What follows belongs to an exercise in optimizing a design on an open flow for small area; a production flow would make more cautious choices. In this exercise RTL edits were held to simulation tests only and were not proved equivalent to the original. Power is estimated from default activity; no workload was simulated.

## flow/config.mk

```make
export PLATFORM = sky130hd
export DESIGN_NAME = VM
export DESIGN_NICKNAME = VM
export VERILOG_FILES = /design/flow/design.v
export SDC_FILE = /design/flow/constraint.sdc
export NUM_CORES = 4
export LEC_CHECK = 0
export CAP_MARGIN = 20
export CORE_MARGIN = 2
export CORE_UTILIZATION = 75
export SLEW_MARGIN = 20
```

## flow/constraint.sdc

```tcl
create_clock -name core_clock -period 8.0 [get_ports {i_clk}]
set_input_delay 1.6000 -clock core_clock [delete_from_list [all_inputs] [get_ports {i_clk}]]
set_output_delay 1.6000 -clock core_clock [all_outputs]
set_load 0.01 [all_outputs]
```

## flow/design.v

```verilog
`timescale 1ns/1ps
module VM(i_clk, i_rst_n, i_buy, i_product, i_money,
          o_busy, o_no_change, o_not_enough, o_other_product,
          o_change, o_strobe_ch, o_product, o_strobe_pr, o_empty);
input           i_clk, i_rst_n, i_buy;
input   [3:0]   i_product;
input   [15:0]  i_money;
output          o_busy, o_no_change, o_not_enough, o_other_product, o_empty;
output  [3:0]   o_product;
output  [15:0]  o_change;
output          o_strobe_ch, o_strobe_pr;
localparam [2:0] S_START = 3'd0,
                 S_ORDER = 3'd1,
                 S_MONEY = 3'd2,
                 S_CALC  = 3'd3,
                 S_SEL   = 3'd4,
                 S_CASH  = 3'd5,
                 S_GIVE  = 3'd6,
                 S_EMPTY = 3'd7;
reg [2:0]  st;
reg        ne, op, pcv, sc, nc;
reg [3:0]  idx;             
localparam [9:0] K100 = 10'd100;    
reg [9:0]  amount_n;
wire [9:0] amount = amount_n ^ K100;
wire [9:0] ab = {ab[8:0] & ~amount[8:0], 1'b1};
reg [15:0] x, y;            
reg [3:0]  rp;              
reg [9:0]  c0, c1, c2, c3, c4, c5, c6, c7, c8, c9, c11;
reg [6:0]  c10;             
wire st_start = st == S_START;
wire st_order = st == S_ORDER;
wire st_money = st == S_MONEY;
wire st_calc  = st == S_CALC;
wire st_sel   = st == S_SEL;
wire st_cash  = st == S_CASH;
wire st_give  = st == S_GIVE;
wire st_empty = st == S_EMPTY;
reg [2:0]  u1, u2, u3, u4, u5, u6, u7, u8, u9;
reg [3:0]  u10;
wire [10:1] nz = {~u10[3], ~(u9[2]&u9[1]), ~(u8[2]&u8[1]), ~(u7[2]&u7[1]), ~(u6[2]&u6[1]),
                  ~(u5[2]&u5[1]), ~(u4[2]&u4[1]), ~(u3[2]&u3[1]), ~(u2[2]&u2[1]), ~(u1[2]&u1[1])};
wire all_zero = ~|nz;
reg  avail;
always @* begin
    case (i_product)
        4'd1: avail = nz[1];
        4'd2: avail = nz[2];
        4'd3: avail = nz[3];
        4'd4: avail = nz[4];
        4'd5: avail = nz[5];
        4'd6: avail = nz[6];
        4'd7: avail = nz[7];
        4'd8: avail = nz[8];
        4'd9: avail = nz[9];
        4'd10: avail = nz[10];
        default: avail = 1'b0;
    endcase
end
wire take = st_order & avail;
wire [10:1] e;
genvar i;
generate for (i = 1; i <= 10; i = i + 1) begin : g_e
    assign e[i] = take & (i_product == i);
end endgenerate
always @(posedge i_clk, negedge i_rst_n) begin
    if (!i_rst_n) begin
        u1 <= 0; u2 <= 0; u3 <= 0; u4 <= 0; u5 <= 0;
        u6 <= 0; u7 <= 0; u8 <= 0; u9 <= 0; u10 <= 0;
    end else begin
        u1 <= u1 ^ ({u1[1]&u1[0], u1[0], 1'b1} & {3{e[1]}});
        u2 <= u2 ^ ({u2[1]&u2[0], u2[0], 1'b1} & {3{e[2]}});
        u3 <= u3 ^ ({u3[1]&u3[0], u3[0], 1'b1} & {3{e[3]}});
        u4 <= u4 ^ ({u4[1]&u4[0], u4[0], 1'b1} & {3{e[4]}});
        u5 <= u5 ^ ({u5[1]&u5[0], u5[0], 1'b1} & {3{e[5]}});
        u6 <= u6 ^ ({u6[1]&u6[0], u6[0], 1'b1} & {3{e[6]}});
        u7 <= u7 ^ ({u7[1]&u7[0], u7[0], 1'b1} & {3{e[7]}});
        u8 <= u8 ^ ({u8[1]&u8[0], u8[0], 1'b1} & {3{e[8]}});
        u9 <= u9 ^ ({u9[1]&u9[0], u9[0], 1'b1} & {3{e[9]}});
        u10 <= u10 ^ ({u10[2]&u10[1]&u10[0], u10[1]&u10[0], u10[0], 1'b1} & {4{e[10]}});
    end
end
reg [15:0] price;
always @* begin
    case (rp)
        4'd4:  price = 16'd1200;
        4'd5, 4'd8, 4'd9: price = 16'd2100;
        4'd7:  price = 16'd1000;
        4'd10: price = 16'd600;
        default: price = 16'd1600;
    endcase
end
reg [15:0] denom;
always @* begin
    case (idx)
        4'd0:  denom = 16'd10000;
        4'd1:  denom = 16'd5000;
        4'd2:  denom = 16'd2000;
        4'd3:  denom = 16'd1000;
        4'd4:  denom = 16'd500;
        4'd5:  denom = 16'd200;
        4'd6:  denom = 16'd100;
        4'd7:  denom = 16'd50;
        4'd8:  denom = 16'd25;
        4'd9:  denom = 16'd10;
        4'd10: denom = 16'd5;
        default: denom = 16'd1;
    endcase
end
wire [15:0] k  = st_calc ? price : denom;
wire [15:0] b  = st_money ? i_money : ~k;
wire [15:0] s0 = x ^ b;
wire [15:0] g0 = x & b;
wire [8:0]  cl;                   
wire [8:0]  ch0, ch1;             
assign cl[0]  = ~st_money;
assign ch0[0] = 1'b0;
assign ch1[0] = 1'b1;
genvar ai;
generate for (ai = 0; ai < 8; ai = ai + 1) begin : g_add
    assign cl[ai+1]  = g0[ai]   | (cl[ai]  & s0[ai]);
    assign ch0[ai+1] = g0[ai+8] | (ch0[ai] & s0[ai+8]);
    assign ch1[ai+1] = g0[ai+8] | (ch1[ai] & s0[ai+8]);
end endgenerate
wire [7:0]  sh = cl[8] ? s0[15:8] ^ ch1[7:0] : s0[15:8] ^ ch0[7:0];
wire        co = cl[8] ? ch1[8] : ch0[8];
wire [16:0] s = {co, sh, s0[7:0] ^ cl[7:0]};
reg         ge_lo;
integer gj;
always @* begin
    ge_lo = 1'b1;
    for (gj = 0; gj < 12; gj = gj + 1)
        ge_lo = (s[gj] & ~price[gj]) | (~(s[gj] ^ price[gj]) & ge_lo);
end
wire        ge_price = (|s[15:12]) | ge_lo;
wire        amt_nz = |amount;
wire        succ = s[16] & amt_nz;            
wire        z = ~|x;                          
wire [11:0] ihot;
genvar gi;
generate for (gi = 0; gi < 12; gi = gi + 1) begin : g_ih
    assign ihot[gi] = idx == gi;
end endgenerate
wire last = ihot[11];
wire [11:0] nhot = {ihot[10:0] & {11{~z}}, last | z};
wire [11:0] mhot;
assign mhot[0]  = i_money == 16'd10000;
assign mhot[1]  = i_money == 16'd5000;
assign mhot[2]  = i_money == 16'd2000;
assign mhot[3]  = i_money == 16'd1000;
assign mhot[4]  = i_money == 16'd500;
assign mhot[5]  = i_money == 16'd200;
assign mhot[6]  = i_money == 16'd100;
assign mhot[7]  = i_money == 16'd50;
assign mhot[8]  = i_money == 16'd25;
assign mhot[9]  = i_money == 16'd10;
assign mhot[10] = i_money == 16'd5;
assign mhot[11] = i_money == 16'd1;
wire [11:0] whot = {mhot[11], 1'b0, mhot[9:8], mhot[7] | mhot[10], mhot[6:0]};
wire [11:0] rs = st_money ? mhot : nhot;
wire [9:0] r = K100 ^ (({10{rs[0]}}  & c0)  | ({10{rs[1]}}  & c1)  | ({10{rs[2]}}  & c2)  |
               ({10{rs[3]}}  & c3)  | ({10{rs[4]}}  & c4)  | ({10{rs[5]}}  & c5)  |
               ({10{rs[6]}}  & c6)  | ({10{rs[7]}}  & c7)  | ({10{rs[8]}}  & c8)  |
               ({10{rs[9]}}  & c9)  | ({10{rs[10]}} & {3'd0, c10}) | ({10{rs[11]}} & c11));
wire [9:0] rc = {rc[8:0] & r[8:0], 1'b1};
wire [9:0] w = st_money ? r ^ rc ^ K100 : amount_n;    
wire [11:0] we = ({12{st_money}} & whot) | ({12{st_cash & sc}} & ihot);
always @(posedge i_clk, negedge i_rst_n) begin
    if (!i_rst_n) begin
        c0 <= 10'd0; c1 <= 10'd0; c2 <= 10'd0; c3 <= 10'd0;
        c4 <= 10'd0; c5 <= 10'd0; c6 <= 10'd0; c7 <= 10'd0;
        c8 <= 10'd0; c9 <= 10'd0; c10 <= 7'd0; c11 <= 10'd0;
    end else begin
        if (we[0])  c0  <= w;
        if (we[1])  c1  <= w;
        if (we[2])  c2  <= w;
        if (we[3])  c3  <= w;
        if (we[4])  c4  <= w;
        if (we[5])  c5  <= w;
        if (we[6])  c6  <= w;
        if (we[7])  c7  <= w;
        if (we[8])  c8  <= w;
        if (we[9])  c9  <= w;
        if (we[10]) c10 <= w[6:0];
        if (we[11]) c11 <= w;
    end
end
always @(posedge i_clk, negedge i_rst_n) begin
    if (!i_rst_n) begin
        amount_n <= 10'd0;
        idx    <= 4'd0;
    end else begin
        if (st_cash) begin
            amount_n <= r ^ K100;
            idx    <= (last | z) ? 4'd0 : idx ^ {&idx[2:0], &idx[1:0], idx[0], 1'b1};
        end else if (st_sel & succ)
            amount_n <= amount_n ^ ab;
    end
end
always @(posedge i_clk) begin
    if (st_order) rp <= i_product;
    if (st_money) y <= s[15:0];
    if (st_order)
        x <= 16'd0;
    else if (st_money | st_calc | (st_sel & succ))
        x <= s[15:0];
    else if (st_cash & nhot[0])
        x <= y;
end
always @(posedge i_clk, negedge i_rst_n) begin
    if (!i_rst_n) begin
        st  <= S_START;
        ne  <= 1'b0;
        op  <= 1'b0;
        pcv <= 1'b0;
        sc  <= 1'b0;
        nc  <= 1'b0;
    end else begin
        ne  <= st_money & ~ge_price;
        op  <= st_order & ~avail;
        pcv <= st_sel & succ;
        case (st)
            S_START: if (all_zero) st <= S_EMPTY;
                     else if (i_buy) st <= S_ORDER;
            S_ORDER: if (avail) st <= S_MONEY;
            S_MONEY: if (ge_price) st <= S_CALC;
            S_CALC:  st <= S_SEL;
            S_SEL:   if (~succ) st <= S_CASH;
            S_CASH:  begin
                if (last & ~z) begin
                    st <= S_SEL; sc <= 1'b1; nc <= 1'b1;
                end else if (z) begin
                    if (sc) begin
                        st <= S_START; sc <= 1'b0; nc <= 1'b0;
                    end else
                        st <= S_GIVE;
                end else
                    st <= S_SEL;
            end
            S_GIVE:  begin st <= S_CALC; sc <= 1'b1; end
            default: ;
        endcase
    end
end
assign o_busy          = ~st_start;
assign o_empty         = st_empty;
assign o_strobe_pr     = st_give;
assign o_product       = {4{st_give}} & rp;
assign o_change        = {16{pcv}} & denom;
assign o_strobe_ch     = sc;
assign o_no_change     = nc;
assign o_not_enough    = ne;
assign o_other_product = op;
endmodule
```

## flow/flow/run.sh

```bash
#!/bin/bash
set -euo pipefail
W=$(cd "$(dirname "$0")/.." && pwd)
mkdir -p "$W/own"

# synthesis script: ORFS's synth.tcl with the ABC script swapped
sed "s|log_cmd abc {\*}\$abc_args|log_cmd abc -script $W/flow/abc.script {*}[lrange \$abc_args 2 end]|" \
  "$FLOW_HOME/scripts/synth.tcl" > "$W/own/synth.tcl"
grep -q "abc -script $W/flow/abc.script" "$W/own/synth.tcl"
sed "s|source \$::env(SCRIPTS_DIR)/synth.tcl|source $W/own/synth.tcl|" \
  "$W/synth_recipe.tcl" > "$W/own/synth_recipe.tcl"
grep -q "source $W/own/synth.tcl" "$W/own/synth_recipe.tcl"
sed "s|SYNTH_SCRIPT=[^ ]*|SYNTH_SCRIPT=$W/own/synth_recipe.tcl|" "$W/standard.sh" > "$W/own/standard.sh"
grep -q "SYNTH_SCRIPT=$W/own/synth_recipe.tcl" "$W/own/standard.sh"

cd "$W"
bash "$W/own/standard.sh" \
  "BUFFER_PORTS_ARGS=-buffer_cell sky130_fd_sc_hd__buf_2" \
  "CTS_ARGS=-sink_clustering_enable -repair_clock_nets -sink_clustering_size 20 -sink_clustering_max_diameter 60 -buf_list sky130_fd_sc_hd__clkbuf_8 -dont_use_dummy_load" \
  RECOVER_POWER=100 \
  "POST_GLOBAL_ROUTE_TCL=$W/flow/post_grt.tcl" \
  finish > "$W/flow.log" 2>&1
test -s "$W/out/final.def"
```

## flow/flow/abc.script

```
strash
&get -n
&st
&dch
&nf -p
&put
topo
```

## flow/flow/post_grt.tcl

```tcl
# After the power recovery: repair the slew and capacitance violations it left,
# then setup timing, each followed by legalization and incremental routing.
global_route -start_incremental
repair_design_helper
detailed_placement
global_route -end_incremental
estimate_parasitics -global_routing
global_route -start_incremental
repair_timing_helper
detailed_placement
global_route -end_incremental
estimate_parasitics -global_routing
```

## flow/standard.sh

```bash
#!/bin/bash
# synth_recipe.tcl (not shown) runs the flow's synth.tcl, then flattens the netlist and writes it again
# the make line also repeats each setting of config.mk as NAME=value (left out here)
make -C /OpenROAD-flow-scripts/flow DESIGN_CONFIG=/design/flow/config.mk WORK_HOME=/design/flow/orfs CLKGATE_MAP_FILE= SYNTH_SCRIPT=/design/flow/synth_recipe.tcl "${@:-finish}"
```

==> flow_metrics.env, run 1 <==
export IMPL_leakage_nw=4.89
export IMPL_n_fill_cell=816
export IMPL_cts_setup_buffers=0
export IMPL_power_density_mw_per_mm2=404
export IMPL_clkPwrFrac_pct=10.9
export IMPL_synthFlopType="dfrtp_1"
export IMPL_area_growth_pct=9.58
export IMPL_cts_tree="built"
export IMPL_n_antenna_cell=0
export IMPL_fp_dieW_um=120
export IMPL_root_buffer="clkbuf_8"
export IMPL_clock_sinks=206
export IMPL_ys_seq_area_share_pct=51.4
export IMPL_final_common_cell="dfrtp_1"
export IMPL_clk_latency_ps=520
export IMPL_yosys_area_share_simple_pct=17.7
export IMPL_start_kind="input port"
export IMPL_avgRoutedWirePerCell_um=21.9
export IMPL_power_mw=4.45
export IMPL_holdCritPathClass="register to register"
export IMPL_synthDistinctLibCells=59
export IMPL_htree_levels=1
export IMPL_finalSetupViolations=0
export IMPL_core_area_sq_mm=0.0132
export IMPL_numCtsBuffers=15
export IMPL_finalCriticalPeriod_ps=7730
export IMPL_outcome="no timing/DRC/antenna violations"
export IMPL_crit_fanout=4
export IMPL_start_util_pct=76.3
export IMPL_synth_compound_area_share_pct=19.5
export IMPL_gr_usage_all_layers_pct=40.4
export IMPL_avgSynthCellArea_sq_um=9.95
export IMPL_dpl_hpwl_um=19600
export IMPL_hold_viol_final=0
export IMPL_grt_pass1_wl_um=45300
export IMPL_netlist_area_sq_mm=0.0101
export IMPL_rows=42
export IMPL_mostFrequentLayoutCells="dfrtp_1, nor2_1, nand2_1, a21oi_1, o21ai_0"
export IMPL_p_int_mw=2.51
export IMPL_fin_worst_skew_ps=43.4
export IMPL_synth_area_top_cells="dfrtp_1, ha_1, edfxtp_1"
export IMPL_worstMarginPinSlew_ps=1080
export IMPL_utilization_pct=83.6
export IMPL_cts_buffer_depth=3
export IMPL_num_vias=8862
export IMPL_cts_resized=0
export IMPL_grt_pass1_vias=8651
export IMPL_synthAdderAreaFrac_pct=7.88
export IMPL_die_area_sq_mm=0.0144
export IMPL_pre_cts_slack_ps=-406
export IMPL_firstDrtPassIters=6
export IMPL_setup_slack_ps=275
export IMPL_vias_per_cell=6.90
export IMPL_pwr_share_seq_pct=38.0
export IMPL_synth_xor_area_share_pct=1.83
export IMPL_synthCells=1011
export IMPL_critical_path_class="input port to register"
export IMPL_switching_power_mw=1.95
export IMPL_synth_edff_count=20
export IMPL_drive_gt1_share_pct=7.30
export IMPL_synth_top_family_by_area="compound AO/OA/AOI/OAI gates"
export IMPL_synth_seq_cells=206
export IMPL_drc=0
export IMPL_critical_path_required_ps=8410
export IMPL_finalSetupTns_ps=0
export IMPL_gp_congestion=0.948
export IMPL_clkTransAtPathRegs_ps=120
export IMPL_grt_max_degree=76
export IMPL_synthArstFlopShare_pct=82.5
export IMPL_multi_input_area_sq_mm=0.00483
export IMPL_drt_iter0_drc=1252
export IMPL_fmax_mhz=129
export IMPL_synthDominantCellAreaShare_pct=42.3
export IMPL_synth_mux_area_share_pct=0.323
export IMPL_grt_overflow_total=0
export IMPL_drt_total_wl_um=28200
export IMPL_cts_hold_buf=0
export IMPL_die_h_um=120
export IMPL_final_seq_area_sq_mm=0.00517
export IMPL_yosysTopAreaCell="dfrtp_1"
export IMPL_period_share_pct=96.6
export IMPL_worst_ep_arrival_time_ps=8130
export IMPL_post_route_cell_area_sq_mm=0.0110
export IMPL_layout_nets=1192
export IMPL_yosysWarnings=1
export IMPL_postRouteAntennaNets=0
export IMPL_p_comb_share_pct=51.1
export IMPL_peakVddDrop_v=0.000217
export IMPL_slew_headroom_pct=28.2
export IMPL_antenna_found_initial=0
export IMPL_maxCapViolations=0
export IMPL_switching_share_pct=43.7
export IMPL_portBuffers=46
export IMPL_place_area_sq_mm=0.0108
export IMPL_io_pins=50
export IMPL_slew_viol_final=0
export IMPL_cp_end_kind="register"
[area by class of cell]
type,count,share of cell area [%]
clock buffer,15,1.87
sequential,206,46.9
multi-input combinational,777,43.8
tap,176,2.00
inverter,27,0.919
timing repair buffer,84,4.47
[critical path, stage by stage]
cell and delay, ps:
clkbuf_1 100, o22a_1 240, fa_1 420, fa_1 440, fa_1 450, fa_1 440, fa_2 380, fa_2 370
fa_1 400, clkinv_1 70, fa_2 210, nand2_1 50, o21ai_0 120, a21oi_1 130, o21bai_1 200, a21o_1 170
a21o_1 150, a21oi_2 70, clkinv_1 60, a21oi_2 60, fa_1 540, clkinv_1 80, or4_1 580, a2111oi_4 260
or4_4 200, mux2_1 310
[synth_stat cells (4+ instances only)]
cell type  number
dfxtp_1        16
a222oi_1       17
a221oi_1        9
dfrtp_1       170
o211ai_1        6
nand2b_1       11
a2111oi_0       6
o31ai_1         9
fa_1            9
nor4_1         14
nand4b_1        4
nand3_1        23
edfxtp_1       20
xnor2_1         7
ha_1           49
a31o_1          9
o22ai_1         4
nand2_1       112
clkinv_1       27
and3_1         10
nor2_1        152
xor2_1         14
nor2b_1        15
a21oi_1       103
nor3_1          9
a221o_1         4
nand4_1        10
or4_1           6
a21o_1         11
or3_1           4
o221ai_1       11
a211oi_1        7
a22oi_1        28
o21ai_0        60
and2_0          7
[metal layers]
layer | part of all wire [%] | global-route usage [%]
met1 | 39 | 56.2
met3 | 11 | 10.2
met2 | 47 | 63.5
met5 | 0 | 0
met4 | 3.2 | 12.3
[through the flow]
| step | hold WS [ps] | std cells |
|---|---|---|
| final | 470 | 1285 |
| after CTS | 467 | 1284 |
| after detailed placement | 470 | 1269 |
| after global placement | 460 | 1269 |
| after floorplan | 446 | 1013 |
[worst paths after layout]
check	from	endpoint	slack (ps)	cells past startpoint
max in group asynchronous	i_rst_n	pcv	6000	2
hold / removal	y[8]	x[8]	470	2
min in group asynchronous	i_rst_n	c1[3]	990	1
hold reg to reg	y[8]	x[8]	470	2
setup reg to reg	st[1]	st[1]	360	28
setup / recovery	i_money[0]	st[1]	270	26
[cells by family (layout without fill, tap and decap cells)]
logic type,after synthesis,after routing
AND/OR/NAND/NOR,390,390
flip-flops,206,206
other,1,3
AO/OA/AOI/OAI,302,302
adder cells (fa/ha/maj),58,58
buffers and inverters,30,126
multiplexers,3,3
XOR/XNOR,21,21
[power groups by stage]
stage	logic [mW]	registers [mW]	clock network (mW)
after floorplan	1.47	1.63	0
after global placement	2.06	1.68	0
after detailed placement	2.18	1.70	0
after CTS	2.19	1.68	0.486
final	2.28	1.69	0.487
[registers in the layout (all words and copies together), names as in the netlist, 4 cells and up]
name and flops:
x 16, y 16, amount_n 10, c0 10
c11 10, c1 10, c2 10, c3 10
c4 10, c5 10, c6 10, c7 10
c8 10, c9 10, c10 7, idx 4
rp 4, u10 4
==> run 2: changes to the inputs <==
--- a/flow/flow/run.sh
+++ b/flow/flow/run.sh
@@ -18,3 +18,3 @@
   "BUFFER_PORTS_ARGS=-buffer_cell sky130_fd_sc_hd__buf_2" \
-  "CTS_ARGS=-sink_clustering_enable -repair_clock_nets -sink_clustering_size 20 -sink_clustering_max_diameter 60 -buf_list sky130_fd_sc_hd__clkbuf_8 -dont_use_dummy_load" \
+  "CTS_ARGS=-sink_clustering_enable -repair_clock_nets -sink_clustering_size 16 -sink_clustering_max_diameter 60 -buf_list sky130_fd_sc_hd__clkbuf_8 -dont_use_dummy_load" \
   RECOVER_POWER=100 \
==> flow_metrics.env, run 2 <==
export IMPL_firstDrtPassIters=8
export IMPL_synth_mux_area_share_pct=0.323
export IMPL_largestRegisters="x: 16 flops, y: 16 flops"
export IMPL_power_density_mw_per_mm2=404
export IMPL_setup_slack_ps=304
export IMPL_portBuffers=46
export IMPL_grt_overflow_total=0
export IMPL_cts_resized=0
export IMPL_slew_headroom_pct=27.7
export IMPL_leakage_nw=4.90
export IMPL_avgRoutedWirePerCell_um=21.9
export IMPL_drt_total_wl_um=28100
export IMPL_synth_top_family_by_area="compound AO/OA/AOI/OAI gates"
export IMPL_clk_latency_ps=520
export IMPL_die_h_um=120
export IMPL_yosysWarnings=1
export IMPL_slew_viol_final=0
export IMPL_power_mw=4.47
export IMPL_layout_nets=1194
export IMPL_fp_dieW_um=120
export IMPL_synthArstFlopShare_pct=82.5
export IMPL_holdCritPathClass="register to register"
export IMPL_synthAdderAreaFrac_pct=7.88
export IMPL_gp_congestion=0.948
export IMPL_die_area_sq_mm=0.0144
export IMPL_synth_edff_count=20
export IMPL_synthFlopType="dfrtp_1"
export IMPL_synthDominantCellAreaShare_pct=42.3
export IMPL_synthDistinctLibCells=59
export IMPL_worst_ep_arrival_time_ps=8100
export IMPL_netlist_area_sq_mm=0.0101
export IMPL_mostFrequentLayoutCells="dfrtp_1, nor2_1, nand2_1, a21oi_1, o21ai_0"
export IMPL_antenna_found_initial=0
export IMPL_yosysTopAreaCell="dfrtp_1"
export IMPL_clkTransAtPathRegs_ps=100
export IMPL_core_area_sq_mm=0.0132
export IMPL_synth_area_top_cells="dfrtp_1, ha_1, edfxtp_1"
export IMPL_crit_fanout=4
export IMPL_reg2reg_from="st[1]"
export IMPL_synth_seq_cells=206
export IMPL_synth_xor_area_share_pct=1.83
export IMPL_cp_end_kind="register"
export IMPL_period_share_pct=96.2
export IMPL_final_common_cell="dfrtp_1"
export IMPL_num_vias=8886
export IMPL_start_kind="input port"
export IMPL_ys_top_cells_by_count="dfrtp_1, nor2_1, nand2_1"
export IMPL_yosysMostFrequentCell="dfrtp_1"
export IMPL_gr_usage_all_layers_pct=40.5
export IMPL_area_growth_pct=9.75
export IMPL_drt_iter0_drc=1328
export IMPL_peakVddDrop_v=0.000224
export IMPL_grt_pass1_wl_um=45500
export IMPL_outcome="no timing/DRC/antenna violations"
export IMPL_finalSetupTns_ps=0
export IMPL_drive_gt1_share_pct=7.29
export IMPL_cts_setup_buffers=0
export IMPL_rows=42
export IMPL_hold_viol_final=0
export IMPL_htree_levels=1
export IMPL_n_antenna_cell=0
export IMPL_finalSetupViolations=0
export IMPL_r2r_end="st[1]"
export IMPL_cts_tree="built"
export IMPL_r2r_cells=28
export IMPL_dpl_hpwl_um=19600
export IMPL_avgSynthCellArea_sq_um=9.95
export IMPL_maxCapViolations=0
export IMPL_crit_start="i_money[0]"
export IMPL_vias_per_cell=6.90
export IMPL_finalCriticalPeriod_ps=7700
export IMPL_cts_hold_buf=0
export IMPL_setup_worst_path_end="st[1]"
export IMPL_fmax_mhz=130
export IMPL_synthCells=1011
export IMPL_critical_path_class="input port to register"
export IMPL_drc=0
export IMPL_grt_pass1_vias=8714
export IMPL_yosys_area_share_simple_pct=17.7
export IMPL_postRouteAntennaNets=0
export IMPL_start_util_pct=76.3
export IMPL_pre_cts_slack_ps=-406
export IMPL_critical_path_required_ps=8400
export IMPL_numCtsBuffers=17
export IMPL_io_pins=50
export IMPL_whs_path_depth=2
export IMPL_worstMarginPinSlew_ps=1090
export IMPL_cts_buffer_depth=3
export IMPL_grt_max_degree=76
export IMPL_r2r_setup_slack_ps=410
export IMPL_synth_compound_area_share_pct=19.5
export IMPL_root_buffer="clkbuf_8"
export IMPL_n_fill_cell=810
export IMPL_clock_sinks=206
export IMPL_ys_seq_area_share_pct=51.4
export IMPL_fin_worst_skew_ps=46.3
## run 2: worst min-delay path by stage
stage,slack (ps),startpoint,endpoint
floorplan,450,u10[2],u10[2]
global placement,460,c2[8],c2[8]
detailed placement,470,c2[8],c2[8]
CTS,470,y[8],x[8]
finish,470,y[8],x[8]
## run 2: per-stage QoR
step | hold WS [ps] | area, sq um | utilization, % | instances
3_5_place_dp | 470 | 10800 | 82.0 | 1269
2_1_floorplan | 446 | 10100 | - | 1013
3_3_place_gp | 460 | 10800 | 82.0 | 1269
6_report | 473 | 11000 | 83.7 | 1287
4_1_cts | 467 | 11000 | 83.7 | 1286
## run 2: layout make-up
cell class | instances | area [sq um] | share of cell area (%)
flip-flops and latches | 206 | 5170 | 46.9
multi-input cells | 777 | 4820 | 43.7
repair buffers | 84 | 487 | 4.41
clock buffers | 17 | 234 | 2.12
well taps | 176 | 220 | 1.99
inverters | 27 | 101 | 0.918
## run 2: kinds of logic (layout without fill, tap and decap cells)
group	after synthesis	in the layout
buffers and inverters	30	128
xor gates and xnor gates	21	21
DFF	206	206
adders and majority gates	58	58
AOI/OAI and AO/OA	302	302
and+or+nand+nor	390	390
other	1	3
muxes	3	3
## run 2: worst max-delay path, cell delays in order
cell	delay [ps]
clkbuf_1	100
o22a_1	230
fa_1	430
fa_1	440
fa_1	450
fa_1	440
fa_2	390
fa_2	370
fa_1	400
clkinv_1	70
fa_2	210
nand2_1	50
o21ai_0	120
a21oi_1	130
o21bai_1	200
a21o_1	170
a21o_1	150
a21oi_2	70
clkinv_1	60
a21oi_2	60
fa_1	550
clkinv_1	80
or4_1	580
a2111oi_4	240
or4_1	190
mux2_1	320
## run 2: routing by layer
| layer | global-route usage [%] | share of wire (%) | vias up |
|---|---|---|---|
| li1 | - | - | 3931 |
| met1 | 56.3 | 38 | 4269 |
| met2 | 63.7 | 47 | 591 |
| met3 | 10.3 | 12 | 95 |
| met4 | 12.4 | 3.0 | 0 |
| met5 | 0 | 0 | - |
## run 2: where the power goes
part | internal [mW] | switching, mW | total (mW)
Sequential | 1.45 | 0.240 | 1.69
Clock | 0.192 | 0.319 | 0.511
Combinational | 0.880 | 1.38 | 2.26
Total | 2.52 | 1.94 | 4.47

[port drivers added, routing unchanged]
How much do the figures lean on ideal ports? The routed layouts below were timed once more, with nothing changed but the port constraints.
Step 1, drivers: a clkbuf_16 drives i_clk and a buf_2 each remaining input, both assumed.
Step 2 adds t to the input delays and takes it off the output delays; t is the mean of the earliest and latest rising clock arrival at the registers after step 1. Input paths then give back, and output paths get back, about the clock's delay inside the block.
Three values: ideal, step 1, step 2; two values: the first two.
| run | shift t [ns] | setup slack, ns | slew at the worst register clock pin (ns) |
|---|---|---|---|
| run 1 | 0.534 | 0.275 / 0.296 / -0.238 | 0.12 / 0.12 |
| run 2 | 0.530 | 0.304 / 0.324 / -0.207 | 0.10 / 0.10 |
With both steps, setup timing fails in run 1 and run 2, where it was met with ideal ports. For run 1, which loses most, drivers alone change the setup slack by +0.021 ns; drivers and shift together by -0.513 ns.
